Source: an optimization exercise on an open RTL-to-GDS flow (aim: small area). Production flows keep margins and buffers that such runs may drop.
In this exercise RTL edits were held to simulation tests only and were not proved equivalent to the original.
The flow treats the clock pin as an ideal source. Dropping or thinning the clock tree relies on that and would not hold on a real chip.
Power figures rest on the tool's default switching activity, not on a simulated workload.

## cronometro
module cronometro (
    input clock, rst, resetI, contarI, pausarI, pararI,
    output [6:0] display_mss, display_uss, display_dss, display_css
);
For scale: ~200 cells after synthesis, roughly 34 I/O pins, ~2000 um^2 of cells after synthesis.
clock: 5.0 ns
lec_check: 0
cap_margin: 20
core_margin: 2
core_utilization: 40
slew_margin: 20
standard.sh (not shown) runs the stock make flow with config.mk's settings and CLKGATE_MAP_FILE= SYNTH_SCRIPT=/design/flow/synth_recipe.tcl, a recipe that flattens the netlist after the stock synthesis.
==> flow/flow/run.sh <==
#!/bin/bash
# The standard layout (standard.sh) with three changes:
#  - synthesis maps the logic with an area-oriented ABC script (flow/synth.tcl,
#    flow/area.abc); every other synthesis step is the standard flow's own;
#  - the port buffers are the smallest buffer cell (buf_1);
#  - the clock tree is built without dummy loads.
set -euo pipefail
here=$(pwd)
export AREA_ABC_SCRIPT=$here/flow/area.abc
export BUFFER_PORTS_ARGS="-buffer_cell sky130_fd_sc_hd__buf_1"
export CTS_ARGS="-sink_clustering_enable -repair_clock_nets -dont_use_dummy_load -sink_clustering_size 30 -buf_list sky130_fd_sc_hd__clkbuf_8"
sed "s#SYNTH_SCRIPT=[^ ]*#SYNTH_SCRIPT=$here/flow/synth.tcl#" standard.sh > own_standard.sh
grep -q "SYNTH_SCRIPT=$here/flow/synth.tcl" own_standard.sh
bash own_standard.sh > standard.log 2>&1
==> flow/flow/area.abc <==
&get -n
&st
&dch
&nf -R 1000
&st
&syn2
&dch -f
&nf -R 1000 -p
&st
&syn2
&dch -f
&nf -R 1000 -p
&put
==> flow/flow/synth.tcl <==
# The standard flow's synthesis script (synth_recipe.tcl), with the final ABC mapping run
# with an area-oriented script (flow/area.abc) in place of ORFS's speed script.
proc synth {args} { yosys synth -nofsm -noshare {*}$args }
proc abc {args} {
  set i [lsearch -exact $args -script]
  if {$i >= 0} { set args [lreplace $args [expr {$i+1}] [expr {$i+1}] $::env(AREA_ABC_SCRIPT)] }
  yosys abc {*}$args
}
source $::env(SCRIPTS_DIR)/synth.tcl
# left out here: clear keep_hierarchy, flatten, clean up, hide names made inside functions, write 1_2_yosys.v
The baseline completed with no timing, DRC or antenna violations.
Then changed:
==> flow/run.sh (new file) <==
#!/bin/bash
# synth_recipe.tcl (not shown) runs the flow's synth.tcl, then flattens the netlist and writes it again
# the make line also repeats each setting of config.mk as NAME=value (left out here)
make -C /OpenROAD-flow-scripts/flow DESIGN_CONFIG=/design/flow/config.mk WORK_HOME=/design/flow/orfs CLKGATE_MAP_FILE= SYNTH_SCRIPT=/design/flow/synth_recipe.tcl finish
removed: flow/flow/run.sh
removed: flow/flow/area.abc
removed: flow/flow/synth.tcl
removed: flow/standard.sh
After rerunning: Routed wire length increases by about 1.2%. Hold slack got worse by 0.0076 ns. Non-clock buffer count stays the same. Design area goes up by 12%. Global-route usage is higher by 0.16 points. Area after synthesis rose by 3.1%. Worst setup slack degrades by 0.37 ns.
Then changed:
==> flow/flow/run.sh (new file) <==
#!/bin/bash
# The standard layout, with the port buffers made of the smallest buffer cell.
set -euo pipefail
export BUFFER_PORTS_ARGS="-buffer_cell sky130_fd_sc_hd__buf_1"
bash standard.sh > standard.log 2>&1
==> flow/standard.sh (new file) <==
#!/bin/bash
# synth_recipe.tcl (not shown) runs the flow's synth.tcl, then flattens the netlist and writes it again
# the make line also repeats each setting of config.mk as NAME=value (left out here)
make -C /OpenROAD-flow-scripts/flow DESIGN_CONFIG=/design/flow/config.mk WORK_HOME=/design/flow/orfs CLKGATE_MAP_FILE= SYNTH_SCRIPT=/design/flow/synth_recipe.tcl "${@:-finish}"
removed: flow/run.sh
What happened:
- The new run completed without violations
- synthesized cell count is unchanged
- die area is unchanged
- power climbs by 1.7%
- non-clock buffer count is unchanged
- design area drops by 7.7%
- worst setup slack gains 0.39 ns
- area after synthesis stays the same
- first-iteration DRC count drops by 33%
- register-to-register slack is about the same
Then changed:
==> flow/flow/run.sh (replaced) <==
#!/bin/bash
# The standard layout (standard.sh) with three changes:
#  - synthesis maps the logic with an area-oriented ABC script (flow/synth.tcl,
#    flow/area.abc); every other synthesis step is the standard flow's own;
#  - the port buffers are the smallest buffer cell (buf_1);
#  - the clock tree is built without dummy loads.
set -euo pipefail
here=$(pwd)
export AREA_ABC_SCRIPT=$here/flow/area.abc
export BUFFER_PORTS_ARGS="-buffer_cell sky130_fd_sc_hd__buf_1"
export CTS_ARGS="-sink_clustering_enable -repair_clock_nets -dont_use_dummy_load -buf_list sky130_fd_sc_hd__clkbuf_4 -root_buf sky130_fd_sc_hd__clkbuf_8"
sed "s#SYNTH_SCRIPT=[^ ]*#SYNTH_SCRIPT=$here/flow/synth.tcl#" standard.sh > own_standard.sh
grep -q "SYNTH_SCRIPT=$here/flow/synth.tcl" own_standard.sh
bash own_standard.sh > standard.log 2>&1
==> flow/flow/area.abc (new file) <==
&get -n
&st
&dch
&nf -R 1000
&st
&syn2
&dch -f
&nf -R 1000 -p
&st
&syn2
&dch -f
&nf -R 1000 -p
&put
==> flow/flow/synth.tcl (new file) <==
# The standard flow's synthesis script (synth_recipe.tcl), with the final ABC mapping run
# with an area-oriented script (flow/area.abc) in place of ORFS's speed script.
proc synth {args} { yosys synth -nofsm -noshare {*}$args }
proc abc {args} {
  set i [lsearch -exact $args -script]
  if {$i >= 0} { set args [lreplace $args [expr {$i+1}] [expr {$i+1}] $::env(AREA_ABC_SCRIPT)] }
  yosys abc {*}$args
}
source $::env(SCRIPTS_DIR)/synth.tcl
# left out here: clear keep_hierarchy, flatten, clean up, hide names made inside functions, write 1_2_yosys.v
--- a/flow/config.mk
+++ b/flow/config.mk
@@ -9,3 +9,4 @@
 export CORE_MARGIN = 2
-export CORE_UTILIZATION = 40
+export CORE_UTILIZATION = 65
+export PLACE_DENSITY = 0.85
 export SLEW_MARGIN = 20
Effect:
- The changed run completed with no timing, DRC or antenna violations
- design area came out lower by 5.2%
- die area came out lower by 38%
- global-route usage came out higher by 11 points
- area after synthesis came out lower by 3.0%
- first-iteration DRC count came out lower by 7.1%
- routed wire length came out higher by 10%
- total power came out lower by 4.7%
- clock power came out lower by 15%
- register-to-register slack loses 0.27 ns
- setup slack loses 0.062 ns
- count of clock-buffer cells in the layout came out lower by 1
Then changed:
==> flow/flow/run.sh (replaced) <==
#!/bin/bash
# The standard layout (standard.sh) with these changes:
#  - synthesis maps the logic with an area-oriented ABC script (flow/synth.tcl,
#    flow/area.abc) and leaves adders to ABC (no half/full-adder cells,
#    ADDER_MAP_FILE empty); every other synthesis step is the standard flow's own;
#  - the port buffers are the smallest buffer cell (buf_1);
set -euo pipefail
here=$(pwd)
export AREA_ABC_SCRIPT=$here/flow/area.abc
export BUFFER_PORTS_ARGS="-buffer_cell sky130_fd_sc_hd__buf_1"
export POST_CTS_TCL=$here/flow/post_cts.tcl
export CTS_ARGS="-sink_clustering_enable -repair_clock_nets -dont_use_dummy_load -buf_list sky130_fd_sc_hd__clkbuf_4"
sed "s#SYNTH_SCRIPT=[^ ]*#SYNTH_SCRIPT=$here/flow/synth.tcl ADDER_MAP_FILE=#" standard.sh > own_standard.sh
grep -q "SYNTH_SCRIPT=$here/flow/synth.tcl" own_standard.sh
bash own_standard.sh > standard.log 2>&1
==> flow/flow/post_cts.tcl (new file) <==
# After clock tree synthesis:
set roots [get_cells -quiet clkbuf_0_clock]
if {[llength $roots] == 1} {
  set loads [get_pins -of_objects [get_nets -of_objects [get_pins clkbuf_0_clock/X]] -filter "direction == input"]
  if {[llength $loads] <= 4} {
    puts "post_cts: removing root clock buffer, the clock port now drives [llength $loads] buffers"
    remove_buffers $roots
  }
}
set_propagated_clock [all_clocks]
estimate_parasitics -placement
foreach buf [get_cells -quiet clkbuf_*] {
  set worst 0
  foreach pin [get_pins -of_objects [get_nets -of_objects [get_pins [get_full_name $buf]/X]] -filter "direction == input"] {
    set s [get_property $pin slew_max]
    if {$s > $worst} { set worst $s }
  }
  puts "post_cts: [get_full_name $buf] [get_property $buf ref_name] worst load slew $worst"
  if {$worst > 0.110 && [get_property $buf ref_name] eq "sky130_fd_sc_hd__clkbuf_4"} {
    puts "post_cts: upsizing [get_full_name $buf] to clkbuf_8"
    replace_cell $buf sky130_fd_sc_hd__clkbuf_8
  }
}
estimate_parasitics -placement
foreach buf [get_cells -quiet clkbuf_*] {
  set worst 0
  foreach pin [get_pins -of_objects [get_nets -of_objects [get_pins [get_full_name $buf]/X]] -filter "direction == input"] {
    set s [get_property $pin slew_max]
    if {$s > $worst} { set worst $s }
  }
  puts "post_cts: after: [get_full_name $buf] [get_property $buf ref_name] worst load slew $worst"
}
# upsized cells are wider: legalize the placement again
detailed_placement
check_placement -verbose
--- a/flow/config.mk
+++ b/flow/config.mk
@@ -9,3 +9,3 @@
 export CORE_MARGIN = 2
-export CORE_UTILIZATION = 65
+export CORE_UTILIZATION = 45
 export PLACE_DENSITY = 0.85
Effect: The changed run passed the timing, DRC and antenna checks; clock skew grows by 0.027 ns; critical path depth came out higher by 3; flip-flop and latch count stays the same; worst hold slack hardly moves.
Then changed:
==> flow/flow/run.sh (replaced) <==
#!/bin/bash
set -euo pipefail
here=$(pwd)
export AREA_ABC_SCRIPT=$here/flow/area.abc
export BUFFER_PORTS_ARGS="-buffer_cell sky130_fd_sc_hd__buf_1"
export POST_CTS_TCL=$here/flow/post_cts.tcl
export CTS_ARGS="-sink_clustering_enable -repair_clock_nets -dont_use_dummy_load -buf_list sky130_fd_sc_hd__clkbuf_4"
sed "s#SYNTH_SCRIPT=[^ ]*#SYNTH_SCRIPT=$here/flow/synth.tcl#" standard.sh > own_standard.sh
grep -q "SYNTH_SCRIPT=$here/flow/synth.tcl" own_standard.sh
bash own_standard.sh > standard.log 2>&1
==> flow/flow/post_cts.tcl (replaced) <==
set roots [get_cells -quiet clkbuf_0_clock]
if {[llength $roots] == 1} {
  set drv [get_pins -of_objects [get_nets clock] -filter "direction == input"]
  if {[llength $drv] <= 1} {
    set loads [get_pins -of_objects [get_nets -of_objects [get_pins clkbuf_0_clock/X]] -filter "direction == input"]
    if {[llength $loads] <= 4} {
      puts "post_cts: removing root clock buffer, the clock port now drives [llength $loads] buffers"
      remove_buffers $roots
    }
  }
}
--- a/flow/config.mk
+++ b/flow/config.mk
@@ -9,3 +9,3 @@
 export CORE_MARGIN = 2
-export CORE_UTILIZATION = 45
+export CORE_UTILIZATION = 65
 export PLACE_DENSITY = 0.85
Result: Routed wire length increases by 4.5%; hold slack hardly moves; worst setup slack gets better by 0.057 ns; global-route usage is higher by 7.9 points; core utilization went up by 20 points; count of clock-buffer cells in the layout stays the same.

==> port drivers added, routing unchanged <==
Ports are ideal in the flow. The routed layouts listed here were re-timed in OpenROAD. Step 1 assumes that a clkbuf_16 drives the clock port and a buf_2 every other input. Step 2 adds t to the input delays and takes it off the output delays; t is the mean of the earliest and latest rising clock arrival at the registers after step 1. Input paths then give back, and output paths get back, about the clock's delay inside the block. Three values: no drivers, after step 1, after step 2; two values: the first two.
| run | t, ns | setup WS [ns] | worst register clock-pin slew, ns |
|---|---|---|---|
| the first run | 0.315 | 2.863 / 2.836 / 2.592 | 0.09 / 0.09 |
| the second run | 0.322 | 2.497 / 2.470 / 2.663 | 0.09 / 0.09 |
| the third run | 0.318 | 2.885 / 2.858 / 3.004 | 0.09 / 0.09 |
| the fourth run | 0.312 | 2.823 / 2.799 / 2.534 | 0.08 / 0.08 |
| the fifth run | 0.202 | 2.682 / 2.711 / 2.509 | 0.11 / 0.11 |
| the sixth run | 0.212 | 2.738 / 2.758 / 2.546 | 0.12 / 0.12 |
After both steps setup and hold are still met in every run listed. The setup slack of the fourth run, which loses most, moves by -0.024 ns with the drivers and by -0.289 ns with both steps.
